From an optimization exercise on the open Yosys and OpenROAD flow, aimed at small area, a short achievable clock period and few clock cycles per item; shortcuts taken in it are not production practice. Power and IR drop assume default switching activity.

==> job 8107 <==
Design mul_unit, start of the top module:
module mul_unit
(
    input  logic                  clk,
    input  logic                  rst,
    input  logic                  start,
    input  logic [1:0]            mul_type,
    input  logic [31:0]           a,
    input  logic [31:0]           b,
    input  logic [4:0]            arch_reg,
    input  logic [5:0]   phys_reg,
    input  logic [2:0]  rob,
    input  logic                  cdb_mul_ack,
    input  logic                  branch,
    output logic                  cdb_valid,
    output logic [2:0]  cdb_rob,
    output logic [4:0]            cdb_arch_reg,
    output logic [5:0]   cdb_phys_reg,
    output logic [31:0]           cdb_data,
    output logic [31:0]           cdb_ps1_rdata,
    output logic [31:0]           cdb_ps2_rdata,
    output logic                  done
);
clock: 5.0 ns
lec_check: 0
cap_margin: 20
core_margin: 2
core_utilization: 50
setup_slack_margin: 1.1
slew_margin: 20
synth_hierarchical: 1
synth_minimum_keep_size: 0
standard.sh (not shown) runs the stock make flow with config.mk's settings and CLKGATE_MAP_FILE= SYNTH_SCRIPT=/design/flow/synth_recipe.tcl, a recipe that flattens the netlist after the stock synthesis.
==> flow/flow/run.sh <==
#!/bin/bash
# The standard ORFS layout (standard.sh) with two changes:
#  - the port buffers are sky130_fd_sc_hd__buf_1 instead of the cell
#    buffer_ports picks by itself (a slow delay cell);
#  - after the standard synthesis every combinational cell is set to its
#    drive-1 variant; floorplan/placement repair sizes up what timing needs.
set -euo pipefail
export BUFFER_PORTS_ARGS="-buffer_cell sky130_fd_sc_hd__buf_1"
RES=orfs/results/${FLOW_PLATFORM}/mul_unit/base
bash standard.sh synth > synth.log 2>&1
DS_ODB=$RES/1_synth.odb openroad -no_init -exit flow/downsize.tcl > downsize.log 2>&1
touch $RES/1_synth.sdc
bash standard.sh > standard.log 2>&1
==> flow/flow/downsize.tcl <==
# Set every combinational cell of the synthesized netlist to its drive-1
# variant; the resizer's repair steps size up what timing needs.
set odb_file $::env(DS_ODB)
read_db $odb_file
set db [ord::get_db]
set n 0
foreach inst [[ord::get_db_block] getInsts] {
  set m [[$inst getMaster] getName]
  if {[regexp {^(sky130_fd_sc_hd__[a-z0-9]+)_([0-9]+)$} $m -> base drive]} {
    if {$drive <= 1} continue
    if {[regexp {df|dl|sdf|edf|clk|conb|buf} $base]} continue
    set new [$db findMaster ${base}_1]
    if {$new == "NULL" || $new == ""} continue
    $inst swapMaster $new
    incr n
  }
}
puts "downsized $n cells"
write_db $odb_file
==> job 9931: changes against job 8107 <==
--- a/flow/design.v
+++ b/flow/design.v
@@ -1056,17 +1056,16 @@
     logic x1933;
     logic x1936;
     logic x1939;
     logic x1942;
     logic x1945;
     logic x1948;
     logic x1951;
     logic x1954;
-    logic x1957;
     assign pp0 = (bo_q[0] & a_q[0]) ^ b_q[1];
     mul_bsel u3 (.one(bo_q[0]), .two(bt_q[0]), .neg(b_q[1]), .a0(a_q[1]), .a1(a_q[0]), .pp(pp2));
     mul_bsel u6 (.one(bo_q[0]), .two(bt_q[0]), .neg(b_q[1]), .a0(a_q[2]), .a1(a_q[1]), .pp(pp5));
     mul_bsel u9 (.one(bo_q[0]), .two(bt_q[0]), .neg(b_q[1]), .a0(a_q[3]), .a1(a_q[2]), .pp(pp8));
     mul_bsel u12 (.one(bo_q[0]), .two(bt_q[0]), .neg(b_q[1]), .a0(a_q[4]), .a1(a_q[3]), .pp(pp11));
     mul_bsel u15 (.one(bo_q[0]), .two(bt_q[0]), .neg(b_q[1]), .a0(a_q[5]), .a1(a_q[4]), .pp(pp14));
     mul_bsel u18 (.one(bo_q[0]), .two(bt_q[0]), .neg(b_q[1]), .a0(a_q[6]), .a1(a_q[5]), .pp(pp17));
     mul_bsel u21 (.one(bo_q[0]), .two(bt_q[0]), .neg(b_q[1]), .a0(a_q[7]), .a1(a_q[6]), .pp(pp20));
@@ -1568,26 +1567,25 @@
     mul_x2 u1934 (.a(x1924), .b(x1927), .s(x1933));
     mul_x2 u1937 (.a(x1930), .b(c1840), .s(x1936));
     mul_x2 u1940 (.a(c1845), .b(c1850), .s(x1939));
     mul_x2 u1943 (.a(x1933), .b(x1936), .s(x1942));
     mul_x2 u1946 (.a(x1939), .b(x1942), .s(x1945));
     mul_x2 u1949 (.a(c1855), .b(c1860), .s(x1948));
     mul_x2 u1952 (.a(x1945), .b(x1948), .s(x1951));
     mul_x2 u1955 (.a(c1865), .b(x1951), .s(x1954));
-    mul_x2 u1958 (.a(c1870), .b(x1954), .s(x1957));
     logic [30:0] cs0_q;
     logic [30:0] cs1_q;
     logic [30:20] cs2_q;
-    logic [1:0] top_q;
+    logic [2:0] top_q;
     always_ff @(posedge clk) begin
         cs0_q <= {c1805, c1745, c1680, s1674, s1614, s1554, s1499, s1444, s1394, s1344, c1255, s1254, c1170, c1130, c1090, c1055, c1020, s1014, c960, c935, c910, s904, c870, s864, s849, s834, s824, c815, pp96, pp2, b_q[1]};
         cs1_q <= {c1810, s1804, s1739, c1620, c1560, c1505, c1450, c1400, c1350, s1349, s1304, s1259, s1214, s1169, s1129, s1089, s1054, s1019, s989, s959, s934, s909, s889, s869, s854, s839, s829, s819, s814, 1'b0, pp0};
         cs2_q <= {s1874, s1809, s1744, s1679, s1619, s1559, s1504, s1449, s1399, c1305, c1260};
-        top_q <= {c1875, x1957};
+        top_q <= {c1875, x1954, c1870};
     end
     logic [31:0] prod;
     logic [30:0] pg_g, pg_p, ad_x, ad_y;
     logic [31:20] o3_c;
     assign o3_c[20] = 1'b0;
     for (genvar i = 20; i < 31; i++) begin : g_o3
         mul_fa u (.a(cs0_q[i]), .b(cs1_q[i]), .ci(cs2_q[i]), .s(ad_x[i]), .co(o3_c[i+1]));
     end
@@ -1863,21 +1861,17 @@
     mul_x2 u_sum23 (.a(pg_p[23]), .b(sk4_g22), .s(prod[23]));
     mul_x2 u_sum24 (.a(pg_p[24]), .b(sk4_g23), .s(prod[24]));
     mul_x2 u_sum25 (.a(pg_p[25]), .b(sk4_g24), .s(prod[25]));
     mul_x2 u_sum26 (.a(pg_p[26]), .b(sk4_g25), .s(prod[26]));
     mul_x2 u_sum27 (.a(pg_p[27]), .b(sk4_g26), .s(prod[27]));
     mul_x2 u_sum28 (.a(pg_p[28]), .b(sk4_g27), .s(prod[28]));
     mul_x2 u_sum29 (.a(pg_p[29]), .b(sk4_g28), .s(prod[29]));
     mul_x2 u_sum30 (.a(pg_p[30]), .b(sk4_g29), .s(prod[30]));
-    logic p31_1;
-    mul_x2 u_p31_1 (.a(top_q[0]), .b(top_q[1]), .s(p31_1));
-    logic p31_0;
-    mul_x2 u_p31_0 (.a(o3_c[31]), .b(p31_1), .s(p31_0));
-    mul_x2 u_sum31 (.a(p31_0), .b(sk4_g30), .s(prod[31]));
+    assign prod[31] = sk4_g30 ^ (^top_q) ^ o3_c[31];
     logic g, gd;
     assign g  = deliver;
     assign gd = deliver & ~zero_q;
     logic [31:0] data_g, ps1_g, ps2_g;
     logic [13:0] tag_g, tag_q;
     assign tag_q = {rob_q, arch_q, phys_q};
     for (genvar i = 0; i < 32; i++) begin : g_gate
         mul_and2 u_d (.a(gd), .b(prod[i]), .y(data_g[i]));
CORE_UTILIZATION = 60   (was 50)
SETUP_SLACK_MARGIN = 0.65   (was 1.1)
==> run summary <==
Cell count: job 9931 is lower than job 8107 (about 5%).
Critical path depth: job 9931 is higher than job 8107 (3).
Against job 8107, the via count of job 9931 is higher by about 2.6%.
Clock power is about the same in job 9931 and job 8107.
Sequential power: job 8107 is smaller than job 9931 (about 3%).
==> figures <==
|  | job 9931 | job 8107 |
|---|---|---|
| Result of the run | timing/DRC/antenna clean | timing/DRC/antenna clean |
| Post-synthesis area per instance | 11.9 µm² | 11.9 µm² |
| DP HPWL | 33.1 mm | 33.3 mm |
| Vertical die dimension | 168 µm | 183 µm |
| Post-placement worst setup slack | 1.06 ns | 1.13 ns |
| Summed area of non-filler cells in the final layout | 18600 µm² | 19300 µm² |
| Tap Cells | 335 | 402 |
| Final Hold Slack | 0.579 ns | 0.569 ns |
| Wire length of the first global-routing pass | 72.5 mm | 71.4 mm |
| Static leakage | 7.31 nW | 7.60 nW |
| Dpl cells | 1956 | 2007 |
| Fraction of power consumed by sequential logic | 0.198 | 0.185 |
No run of this note included a check of the RTL's function; only the layout flow was run.

==> re-timing with driven ports <==
The flow's constraints put no driver on any port. The routed layouts listed below were extracted and timed again, unchanged, in two steps. Step 1: set_driving_cell puts a clkbuf_16 on clk and a buf_2 on each other input, an assumption about the parent block. Step 2 also shifts input and output timing later by t, the mid clock arrival at the registers, as if the neighbouring blocks saw the same clock. Slacks: no drivers / after step 1 / after step 2; pairs: no drivers / after step 1.
| run | t, ns | setup WS [ns] | hold slack, ns | worst setup path after step 2 | worst data-port slew with drivers (ns) |
|---|---|---|---|---|---|
| job 8107 | 0.499 | 1.093 / 1.039 / 1.194 | 0.569 / 0.569 / 0.569 | register to register | 0.05 |
| job 9931 | 0.498 | 0.747 / 0.693 / 1.120 | 0.579 / 0.579 / 0.579 | register to register | 0.06 |
After both steps setup and hold are still met in every run listed.
